Background: an optimization exercise with open tools, aiming at small area, a short achievable clock period and few clock cycles per item. Do not read the settings as production practice.
Where RTL was checked, it was by simulation tests only, not by an equivalence proof against the original.
Power and IR drop assume default switching activity.

== the reference run ==
Design mproc, start of the top module:
module mproc (input wire clk, reset, input wire [15:0] ins, output wire [15:0] addr,
  output wire wb_en, output wire [2:0] wb_addr, output wire [15:0] wb_data, output wire cout);
  wire [7:0] sa, sb;
  wire [2:0] d;
  wire [1:0] op;
  wire exn, clr;
  pc pc_0 (clk, reset, addr);
  ir ir_0 (clk, reset, ins, sa, sb, d, op, exn, clr);
  reg_alu reg_alu_0 (clk, reset, exn, clr, sa, sb, d, op, wb_en, wb_addr, wb_data, cout);
endmodule
Size in the first run: about 190 flip-flops, about 55 I/O pins, about 8200 um2 of cells after synthesis.
==> module ir, before the edit <==
module ir (input wire clk, reset, input wire [15:0] ins, output reg [7:0] sa, sb,
  output reg [2:0] d, output reg [1:0] op, output reg exn, output reg clr);
  reg halted, halt_ir;
  wire [5:0] insn;
  wire [7:0] sa_d, sb_d;
  wire z1, z2, z3, halt_in, nclr, nhalted_nx, okn, halted_d;
  genvar k;
  generate
    for (k = 0; k < 6; k = k + 1) begin : g_insn
      g_inv u (ins[k], insn[k]);
    end
    for (k = 0; k < 8; k = k + 1) begin : g_dec
      g_nor3 ua (k[0] ? insn[0] : ins[0], k[1] ? insn[1] : ins[1], k[2] ? insn[2] : ins[2], sa_d[k]);
      g_nor3 ub (k[0] ? insn[3] : ins[3], k[1] ? insn[4] : ins[4], k[2] ? insn[5] : ins[5], sb_d[k]);
    end
  endgenerate
  g_nor3 u_z1 (ins[15], ins[14], ins[13], z1);
  g_nor2 u_z3 (ins[12], ins[11], z3);
  g_nand2 u_h (z1, z3, halt_in);
  g_inv u_nclr (clr, nclr);
  g_aoi21 u_hn (nclr, halt_ir, halted, nhalted_nx);
  g_nor2 u_hd (reset, nhalted_nx, halted_d);
  g_nor3 u_z2 (ins[12], ins[11], reset, z2);
  g_nand3 u_ok (z1, z2, nhalted_nx, okn);
  always @(posedge clk) begin
    sa <= sa_d;
    sb <= sb_d;
    d <= ins[8:6];
    op <= ins[10:9];
    halt_ir <= halt_in;
    exn <= okn;
    clr <= reset;
    halted <= halted_d;
  end
endmodule
Settings: LEC_CHECK=0, CAP_MARGIN=20, CORE_MARGIN=2, CORE_UTILIZATION=40, SLEW_MARGIN=20, SYNTH_HIERARCHICAL=1; clock period 11.0 ns.
standard.sh (not shown) runs the stock make flow with config.mk's settings and CLKGATE_MAP_FILE= SYNTH_SCRIPT=/design/flow/synth_recipe.tcl, a recipe that flattens the netlist after the stock synthesis.
==> flow/flow/run.sh <==
#!/bin/bash
# Layout flow: the standard synthesis unchanged, then the standard ORFS
# steps with these changes (settings in flow/params.sh):
#  - repair_timing is asked to leave a setup margin (SETUP_SLACK_MARGIN); the
#    design is still laid out and signed off at the design's clock period,
#    the margin only makes the resizer work harder;
#  - ports are buffered with plain buffers, and delay cells are not used as
#    buffers;
#  - clock tree buffers as set in CTS_ARGS;
#  - after global routing, optionally the worst paths are upsized
#    (flow/upsize.tcl), then cells are downsized where that keeps the setup
#    slack (flow/downsize.tcl).
# Each tool's output goes to its own log in this folder.
set -uo pipefail
source flow/params.sh
export FLOWDIR=$PWD/flow
bash standard.sh synth > synth.log 2>&1 || exit 1
export DONT_USE_CELLS="$EXTRA_DONT_USE"
VARS=(SETUP_SLACK_MARGIN=$MARGIN "BUFFER_PORTS_ARGS=$BUFFER_PORTS_ARGS" "${EXTRA[@]}")
if [[ -n "${DOWNSIZE_MARGIN:-}" ]]; then
  export DOWNSIZE_MARGIN DOWNSIZE_HOLD_MARGIN UPSIZE_TARGET=${UPSIZE_TARGET:-}
  VARS+=("POST_GLOBAL_ROUTE_TCL=$FLOWDIR/downsize_hook.tcl")
fi
bash standard.sh "${VARS[@]}" finish > layout.log 2>&1
Other scripts of this flow, unchanged in this note and not shown: flow/flow/downsize.tcl, flow/flow/downsize_hook.tcl, flow/flow/params.sh, flow/flow/upsize.tcl
Testbench counts of the reference run, summed over its fixed seeds: cycles 6,861, instrs 6,733.
Modified inputs, the trial run compared to the reference run
diff --git a/flow/design.v b/flow/design.v
--- a/flow/design.v
+++ b/flow/design.v
@@ -506,8 +506,8 @@
 module ir (input wire clk, reset, input wire [15:0] ins, output reg [7:0] sa, sb,
   output reg [2:0] d, output reg [1:0] op, output reg exn, output reg clr);
-  reg halted, halt_ir;
+  reg halted;
   wire [5:0] insn;
   wire [7:0] sa_d, sb_d;
-  wire z1, z2, z3, halt_in, nclr, nhalted_nx, okn, halted_d;
+  wire z1, z2, nclr, nhalted_nx, okn, halted_d;
   genvar k;
   generate
@@ -521,8 +521,6 @@
   endgenerate
   g_nor3 u_z1 (ins[15], ins[14], ins[13], z1);
-  g_nor2 u_z3 (ins[12], ins[11], z3);
-  g_nand2 u_h (z1, z3, halt_in);
   g_inv u_nclr (clr, nclr);
-  g_aoi21 u_hn (nclr, halt_ir, halted, nhalted_nx);
+  g_aoi21 u_hn (nclr, exn, halted, nhalted_nx);
   g_nor2 u_hd (reset, nhalted_nx, halted_d);
   g_nor3 u_z2 (ins[12], ins[11], reset, z2);
@@ -533,5 +531,4 @@
     d <= ins[8:6];
     op <= ins[10:9];
-    halt_ir <= halt_in;
     exn <= okn;
     clr <= reset;
==> run notes <==
- Going from the reference run to the trial run, post-route cell area now sits at about the same level; global-route wire length before repair went up 8.1%; fraction of the mapped netlist area in simple logic gates shows no meaningful change; setup slack fell 0.044 ns.
- Going from the reference run to the trial run, the placeable core region was found to have gone down by 65 um2.
- [the trial run] routed wire length rose 2.1 mm relative to the reference run
- ~same final cell count in the trial run and the reference run
- Compared with the reference run, the trial run shows number of detailed-route iterations in the first pass higher by 1.
No functional check of the RTL was part of the trial run.

## job 4413
mproc, a different RTL version from the one above (not shown whole).
Size: about 55 I/O pins, about 8500 um^2 of cells after synthesis.
==> module rd_bit, before the edit <==
module rd_bit (input wire [7:0] s, input wire [7:0] r, output wire o);
  assign o = |(s & r);
endmodule
==> module reg_alu, before the edit <==
module reg_alu (input wire clk, reset, ex, clr, input wire [7:0] sa, sb, wr, input wire [2:0] d,
  input wire [1:0] op, output reg wb_en, output reg [2:0] wb_addr, output reg [15:0] wb_data,
  output reg cout);
  wire [15:0] q [0:7];
  reg c;
  wire [15:0] a, b, res;
  wire co;
  wire [7:0] we, nwe;
  assign we = wr;
  genvar i, j;
  generate
    for (i = 0; i < 8; i = i + 1) begin : g_we
      g_nor2 u (we[i], clr, nwe[i]);
    end
  endgenerate
  generate
    for (j = 0; j < 16; j = j + 1) begin : g_bit0
      wire resn, qn;
      g_inv ud (res[j], resn);
      rf_bit u (clk, we[0], nwe[0], resn, qn);
      g_inv uq (qn, q[0][j]);
    end
    for (i = 1; i < 8; i = i + 1) begin : g_reg
      for (j = 0; j < 16; j = j + 1) begin : g_bit
        rf_bit u (clk, we[i], nwe[i], res[j], q[i][j]);
      end
    end
    for (j = 0; j < 16; j = j + 1) begin : g_rd
      rd_bit ua (sa, {q[7][j], q[6][j], q[5][j], q[4][j], q[3][j], q[2][j], q[1][j], q[0][j]}, a[j]);
      rd_bit ub (sb, {q[7][j], q[6][j], q[5][j], q[4][j], q[3][j], q[2][j], q[1][j], q[0][j]}, b[j]);
    end
  endgenerate
  alu alu_0 (op, a, b, res, co);
  always @(posedge clk) begin
    wb_en <= ex & ~reset;
    wb_addr <= d;
    wb_data <= res;
    c <= co;
    cout <= c;
  end
endmodule
==> module mproc, before the edit <==
module mproc (input wire clk, reset, input wire [15:0] ins, output wire [15:0] addr,
  output wire wb_en, output wire [2:0] wb_addr, output wire [15:0] wb_data, output wire cout);
  wire [7:0] sa, sb, wr;
  wire [2:0] d;
  wire [1:0] op;
  wire ex, clr;
  pc pc_0 (clk, reset, addr);
  ir ir_0 (clk, reset, ins, sa, sb, wr, d, op, ex, clr);
  reg_alu reg_alu_0 (clk, reset, ex, clr, sa, sb, wr, d, op, wb_en, wb_addr, wb_data, cout);
endmodule
==> module ir, before the edit <==
module ir (input wire clk, reset, input wire [15:0] ins, output reg [7:0] sa, sb, wr,
  output reg [2:0] d, output reg [1:0] op, output wire ex, output reg clr);
  reg halted, halt_ir;
  wire [8:0] insn;
  wire [7:0] sa_d, sb_d, wdn, wr_d;
  wire z1, z2, z3, halt_in, nclr, nhalted_nx, okn, halted_d;
  genvar k;
  generate
    for (k = 0; k < 9; k = k + 1) begin : g_insn
      g_inv u (ins[k], insn[k]);
    end
    for (k = 0; k < 8; k = k + 1) begin : g_dec
      g_nor3 ua (k[0] ? insn[0] : ins[0], k[1] ? insn[1] : ins[1], k[2] ? insn[2] : ins[2], sa_d[k]);
      g_nor3 ub (k[0] ? insn[3] : ins[3], k[1] ? insn[4] : ins[4], k[2] ? insn[5] : ins[5], sb_d[k]);
      g_nand3 uw (k[0] ? ins[6] : insn[6], k[1] ? ins[7] : insn[7], k[2] ? ins[8] : insn[8], wdn[k]);
      g_nor2 ue (okn, wdn[k], wr_d[k]);
    end
  endgenerate
  g_nor3 u_z1 (ins[15], ins[14], ins[13], z1);
  g_nor2 u_z3 (ins[12], ins[11], z3);
  g_nand2 u_h (z1, z3, halt_in);
  g_inv u_nclr (clr, nclr);
  g_aoi21 u_hn (nclr, halt_ir, halted, nhalted_nx);
  g_nor2 u_hd (reset, nhalted_nx, halted_d);
  g_nor3 u_z2 (ins[12], ins[11], reset, z2);
  g_nand3 u_ok (z1, z2, nhalted_nx, okn);
  always @(posedge clk) begin
    sa <= sa_d;
    sb <= sb_d;
    wr <= wr_d;
    d <= ins[8:6];
    op <= ins[10:9];
    halt_ir <= halt_in;
    clr <= reset;
    halted <= halted_d;
  end
  assign ex = ~clr & ~halt_ir & ~halted;
endmodule
Settings: LEC_CHECK=0, CAP_MARGIN=20, CORE_MARGIN=2, CORE_UTILIZATION=40, SLEW_MARGIN=20, SYNTH_HIERARCHICAL=1; clock period 11.0 ns.
Scripts as last shown in full above: flow/flow/run.sh
Other scripts of this flow, unchanged in this note and not shown: flow/flow/downsize.tcl, flow/flow/downsize_hook.tcl, flow/flow/params.sh, flow/flow/upsize.tcl
[inputs] job 1735 vs job 4413
==> flow/design.v, changed modules only <==
module rd_bit (input wire [7:0] s, input wire [7:0] r, output wire o);
  wire x0, x1, x2;
  g_aoi222 u0 (s[0], r[0], s[1], r[1], s[2], r[2], x0);
  g_aoi222 u1 (s[3], r[3], s[4], r[4], s[5], r[5], x1);
  g_aoi22 u2 (s[6], r[6], s[7], r[7], x2);
  g_nand3 u3 (x0, x1, x2, o);
endmodule
module g_aoi222 (input wire a1, a2, b1, b2, c1, c2, output wire y);
  assign y = ~((a1 & a2) | (b1 & b2) | (c1 & c2));
endmodule
module g_aoi22 (input wire a1, a2, b1, b2, output wire y);
  assign y = ~((a1 & a2) | (b1 & b2));
endmodule
module reg_alu (input wire clk, reset, exn, clr, input wire [7:0] sa, sb, input wire [2:0] d,
  input wire [1:0] op, output reg wb_en, output reg [2:0] wb_addr, output reg [15:0] wb_data,
  output reg cout);
  wire [15:0] q [0:7];
  reg c;
  wire [15:0] a, b, res;
  wire co;
  wire [7:0] we, nwe, wdn;
  wire [2:0] dn;
  genvar i, j;
  generate
    for (i = 0; i < 3; i = i + 1) begin : g_dn
      g_inv u (d[i], dn[i]);
    end
    for (i = 0; i < 8; i = i + 1) begin : g_we
      g_nand3 ud (i[0] ? d[0] : dn[0], i[1] ? d[1] : dn[1], i[2] ? d[2] : dn[2], wdn[i]);
      g_nor2 ue (exn, wdn[i], we[i]);
      g_nor2 un (we[i], clr, nwe[i]);
    end
  endgenerate
  generate
    for (j = 0; j < 16; j = j + 1) begin : g_bit0
      wire resn, qn;
      g_inv ud (res[j], resn);
      rf_bit u (clk, we[0], nwe[0], resn, qn);
      g_inv uq (qn, q[0][j]);
    end
    for (i = 1; i < 8; i = i + 1) begin : g_reg
      for (j = 0; j < 16; j = j + 1) begin : g_bit
        rf_bit u (clk, we[i], nwe[i], res[j], q[i][j]);
      end
    end
    for (j = 0; j < 16; j = j + 1) begin : g_rd
      rd_bit ua (sa, {q[7][j], q[6][j], q[5][j], q[4][j], q[3][j], q[2][j], q[1][j], q[0][j]}, a[j]);
      rd_bit ub (sb, {q[7][j], q[6][j], q[5][j], q[4][j], q[3][j], q[2][j], q[1][j], q[0][j]}, b[j]);
    end
  endgenerate
  alu alu_0 (op, a, b, res, co);
  always @(posedge clk) begin
    wb_en <= ~exn & ~reset;
    wb_addr <= d;
    wb_data <= res;
    c <= co;
    cout <= c;
  end
endmodule
module mproc (input wire clk, reset, input wire [15:0] ins, output wire [15:0] addr,
  output wire wb_en, output wire [2:0] wb_addr, output wire [15:0] wb_data, output wire cout);
  wire [7:0] sa, sb;
  wire [2:0] d;
  wire [1:0] op;
  wire exn, clr;
  pc pc_0 (clk, reset, addr);
  ir ir_0 (clk, reset, ins, sa, sb, d, op, exn, clr);
  reg_alu reg_alu_0 (clk, reset, exn, clr, sa, sb, d, op, wb_en, wb_addr, wb_data, cout);
endmodule
module ir (input wire clk, reset, input wire [15:0] ins, output reg [7:0] sa, sb,
  output reg [2:0] d, output reg [1:0] op, output reg exn, output reg clr);
  reg halted, halt_ir;
  wire [5:0] insn;
  wire [7:0] sa_d, sb_d;
  wire z1, z2, z3, halt_in, nclr, nhalted_nx, okn, halted_d;
  genvar k;
  generate
    for (k = 0; k < 6; k = k + 1) begin : g_insn
      g_inv u (ins[k], insn[k]);
    end
    for (k = 0; k < 8; k = k + 1) begin : g_dec
      g_nor3 ua (k[0] ? insn[0] : ins[0], k[1] ? insn[1] : ins[1], k[2] ? insn[2] : ins[2], sa_d[k]);
      g_nor3 ub (k[0] ? insn[3] : ins[3], k[1] ? insn[4] : ins[4], k[2] ? insn[5] : ins[5], sb_d[k]);
    end
  endgenerate
  g_nor3 u_z1 (ins[15], ins[14], ins[13], z1);
  g_nor2 u_z3 (ins[12], ins[11], z3);
  g_nand2 u_h (z1, z3, halt_in);
  g_inv u_nclr (clr, nclr);
  g_aoi21 u_hn (nclr, halt_ir, halted, nhalted_nx);
  g_nor2 u_hd (reset, nhalted_nx, halted_d);
  g_nor3 u_z2 (ins[12], ins[11], reset, z2);
  g_nand3 u_ok (z1, z2, nhalted_nx, okn);
  always @(posedge clk) begin
    sa <= sa_d;
    sb <= sb_d;
    d <= ins[8:6];
    op <= ins[10:9];
    halt_ir <= halt_in;
    exn <= okn;
    clr <= reset;
    halted <= halted_d;
  end
endmodule
### Flow results
Core util | job 1735 vs job 4413 | job 1735 higher. Job 1735 ended up with a higher combinational power than job 4413 did. Diff job 1735 and job 4413: shortest clock period the worst path allows after layout lower in job 1735. The global-route track usage on met2 of job 1735 is lower than that of job 4413. Non-clock buffer instance count of the final layout on job 1735 is up relative to job 4413. On setup slack of the critical path after layout, job 4413 loses to job 1735. Measured against each other, job 1735 and job 4413 differ in global routing usage on met1, the lower figure coming from job 4413. Job 1735: synthesized area about 1.4% below job 4413. Job 1735: via count 1.7% below job 4413. Between job 1735 and job 4413, sequential-cell power consumption is lower for job 1735, job 4413 comes in above that. Final cell count | job 1735 below job 4413. Job 1735 against job 4413: maximum frequency increased by about 2.5% relative to the old numbers; sum of met2 wire segment lengths after detailed routing decreased by about 2.2% relative to the old numbers.
Function was not checked in any run of this note: the RTL went through the layout flow alone.

Setup of rev 12:
mproc, a different RTL version from the one above (not shown whole).
For scale: about 770 cells after synthesis, about 0.0084 mm2 of cells after synthesis.
==> module reg_alu, before the edit <==
module reg_alu (input wire clk, reset, ex, clr, input wire [7:0] sa, sb, wr, input wire [2:0] d,
  input wire [1:0] op, output reg wb_en, output reg [2:0] wb_addr, output reg [15:0] wb_data,
  output reg cout);
  wire [15:0] q [0:7];
  reg c;
  wire [15:0] a, b, res;
  wire co;
  wire [7:0] we, nwe;
  assign we = wr;
  genvar i, j;
  generate
    for (i = 0; i < 8; i = i + 1) begin : g_we
      g_nor2 u (we[i], clr, nwe[i]);
    end
  endgenerate
  generate
    for (j = 0; j < 16; j = j + 1) begin : g_bit0
      rf_bit_s u (clk, we[0], nwe[0], clr, res[j], q[0][j]);
    end
    for (i = 1; i < 8; i = i + 1) begin : g_reg
      for (j = 0; j < 16; j = j + 1) begin : g_bit
        rf_bit u (clk, we[i], nwe[i], res[j], q[i][j]);
      end
    end
    for (j = 0; j < 16; j = j + 1) begin : g_rd
      rd_bit ua (sa, {q[7][j], q[6][j], q[5][j], q[4][j], q[3][j], q[2][j], q[1][j], q[0][j]}, a[j]);
      rd_bit ub (sb, {q[7][j], q[6][j], q[5][j], q[4][j], q[3][j], q[2][j], q[1][j], q[0][j]}, b[j]);
    end
  endgenerate
  alu alu_0 (op, a, b, res, co);
  always @(posedge clk) begin
    wb_en <= ex & ~reset;
    wb_addr <= d;
    wb_data <= res;
    c <= co;
    cout <= c;
  end
endmodule
==> module ir, before the edit <==
module ir (input wire clk, reset, input wire [15:0] ins, output reg [7:0] sa, sb, wr,
  output reg [2:0] d, output reg [1:0] op, output wire ex, output reg clr);
  reg halted, halt_ir;
  wire halt_in = |ins[15:11];
  wire halted_nx = halted | (~clr & halt_ir);
  always @(posedge clk) begin
    sa <= 8'd1 << ins[2:0];
    sb <= 8'd1 << ins[5:3];
    wr <= (reset | halt_in | halted_nx) ? 8'd0 : (8'd1 << ins[8:6]);
    d <= ins[8:6];
    op <= ins[10:9];
    halt_ir <= halt_in;
    clr <= reset;
    halted <= reset ? 1'b0 : halted_nx;
  end
  assign ex = ~clr & ~halt_ir & ~halted;
endmodule
clock: 11.0 ns
lec_check: 0
cap_margin: 20
core_margin: 2
core_utilization: 40
slew_margin: 20
synth_hierarchical: 1
==> flow/flow/run.sh <==
#!/bin/bash
# Layout flow: the standard synthesis unchanged, then the standard ORFS
# steps with these changes (settings in flow/params.sh):
#  - repair_timing is asked to leave a setup margin (SETUP_SLACK_MARGIN); the
#    design is still laid out and signed off at the design's clock period,
#    the margin only makes the resizer work harder;
#  - ports are buffered with plain buffers, and delay cells are not used as
#    buffers;
#  - clock tree buffers as set in CTS_ARGS;
#  - after global routing, cells are downsized where that keeps the setup
#    margin (flow/downsize.tcl).
# Each tool's output goes to its own log in this folder.
set -uo pipefail
source flow/params.sh
export FLOWDIR=$PWD/flow
bash standard.sh synth > synth.log 2>&1 || exit 1
export DONT_USE_CELLS="$EXTRA_DONT_USE"
VARS=(SETUP_SLACK_MARGIN=$MARGIN "BUFFER_PORTS_ARGS=$BUFFER_PORTS_ARGS" "${EXTRA[@]}")
if [[ -n "${DOWNSIZE_MARGIN:-}" ]]; then
  export DOWNSIZE_MARGIN DOWNSIZE_HOLD_MARGIN
  VARS+=("POST_GLOBAL_ROUTE_TCL=$FLOWDIR/downsize_hook.tcl")
fi
bash standard.sh "${VARS[@]}" finish > layout.log 2>&1
Other scripts of this flow, unchanged in this note and not shown: flow/flow/downsize.tcl, flow/flow/downsize_hook.tcl, flow/flow/params.sh
What rev 13 does differently from rev 12 at the input level:
==> flow/design.v, changed modules only <==
module reg_alu (input wire clk, reset, ex, clr, input wire [7:0] sa, sb, input wire [2:0] d,
  input wire [1:0] op, output reg wb_en, output reg [2:0] wb_addr, output reg [15:0] wb_data,
  output reg cout);
  wire [15:0] q [0:7];
  reg c;
  wire [15:0] a, b, res;
  wire co;
  wire [7:0] we, nwe;
  assign we = {8{ex}} & (8'd1 << d);
  genvar i, j;
  generate
    for (i = 0; i < 8; i = i + 1) begin : g_we
      g_nor2 u (we[i], clr, nwe[i]);
    end
  endgenerate
  generate
    for (j = 0; j < 16; j = j + 1) begin : g_bit0
      rf_bit_s u (clk, we[0], nwe[0], clr, res[j], q[0][j]);
    end
    for (i = 1; i < 8; i = i + 1) begin : g_reg
      for (j = 0; j < 16; j = j + 1) begin : g_bit
        rf_bit u (clk, we[i], nwe[i], res[j], q[i][j]);
      end
    end
    for (j = 0; j < 16; j = j + 1) begin : g_rd
      rd_bit ua (sa, {q[7][j], q[6][j], q[5][j], q[4][j], q[3][j], q[2][j], q[1][j], q[0][j]}, a[j]);
      rd_bit ub (sb, {q[7][j], q[6][j], q[5][j], q[4][j], q[3][j], q[2][j], q[1][j], q[0][j]}, b[j]);
    end
  endgenerate
  alu alu_0 (op, a, b, res, co);
  always @(posedge clk) begin
    wb_en <= ex & ~reset;
    wb_addr <= d;
    wb_data <= res;
    c <= co;
    cout <= c;
  end
endmodule
module mproc (input wire clk, reset, input wire [15:0] ins, output wire [15:0] addr,
  output wire wb_en, output wire [2:0] wb_addr, output wire [15:0] wb_data, output wire cout);
  wire [7:0] sa, sb;
  wire [2:0] d;
  wire [1:0] op;
  wire ex, clr;
  pc pc_0 (clk, reset, addr);
  ir ir_0 (clk, reset, ins, sa, sb, d, op, ex, clr);
  reg_alu reg_alu_0 (clk, reset, ex, clr, sa, sb, d, op, wb_en, wb_addr, wb_data, cout);
endmodule
module ir (input wire clk, reset, input wire [15:0] ins, output reg [7:0] sa, sb,
  output reg [2:0] d, output reg [1:0] op, output wire ex, clr);
  reg valid, halted, halt_ir;
  always @(posedge clk) begin
    sa <= 8'd1 << ins[2:0];
    sb <= 8'd1 << ins[5:3];
    d <= ins[8:6];
    op <= ins[10:9];
    halt_ir <= |ins[15:11];
    if (reset) begin
      valid <= 1'b0;
      halted <= 1'b0;
    end else begin
      valid <= 1'b1;
      if (valid & halt_ir) halted <= 1'b1;
    end
  end
  assign ex = valid & ~halt_ir & ~halted;
  assign clr = ~valid;
endmodule
Compare rev 12 and rev 13 | share of power burned in combinational logic higher: rev 13. Looking at slowest cell on the critical path, the or4_4 result is from rev 12; the dfxtp_1 one comes from rev 13. Rev 13 vs. rev 12: area after synthesis fell by about 2.4%, power consumed by sequential cells fell by 3.9%, post-synthesis simple-gate area fraction fell by 0.22 points, share of the clock period used by the worst path fell by 1.1 points, via count fell by 116.
Testbench counts of rev 13, summed over its fixed seeds: cycles 6,861, instrs 6,733.
Function not checked in rev 12: the RTL went through the layout flow alone.

-- static timing again, ports no longer ideal --
Ports are ideal in the flow. The routed layouts listed here were re-timed in OpenROAD. Step 1 assumes that a clkbuf_16 drives the clock port and a buf_2 every other input. Step 2 also shifts input and output timing later by t, the mid clock arrival at the registers, as if the neighbouring blocks saw the same clock. a / b / c = no drivers / after step 1 / after step 2; a / b = the first two.
run	shift t [ns]	setup slack, ns	latest minus earliest clock arrival (ns)
the reference run	0.423	7.929 / 7.885 / 7.988	0.034 / 0.034
the trial run	0.430	7.885 / 7.839 / 7.932	0.035 / 0.036
job 4413	0.428	7.842 / 7.800 / 7.900	0.027 / 0.027
job 1735	0.429	7.920 / 7.878 / 7.998	0.026 / 0.026
rev 12	0.433	7.737 / 7.751 / 7.318	0.044 / 0.044
rev 13	0.430	7.862 / 7.819 / 7.876	0.033 / 0.033
After both steps setup and hold are still met in every run listed. The setup slack of rev 12, which loses most, moves by +0.014 ns with the drivers and by -0.419 ns with both steps.
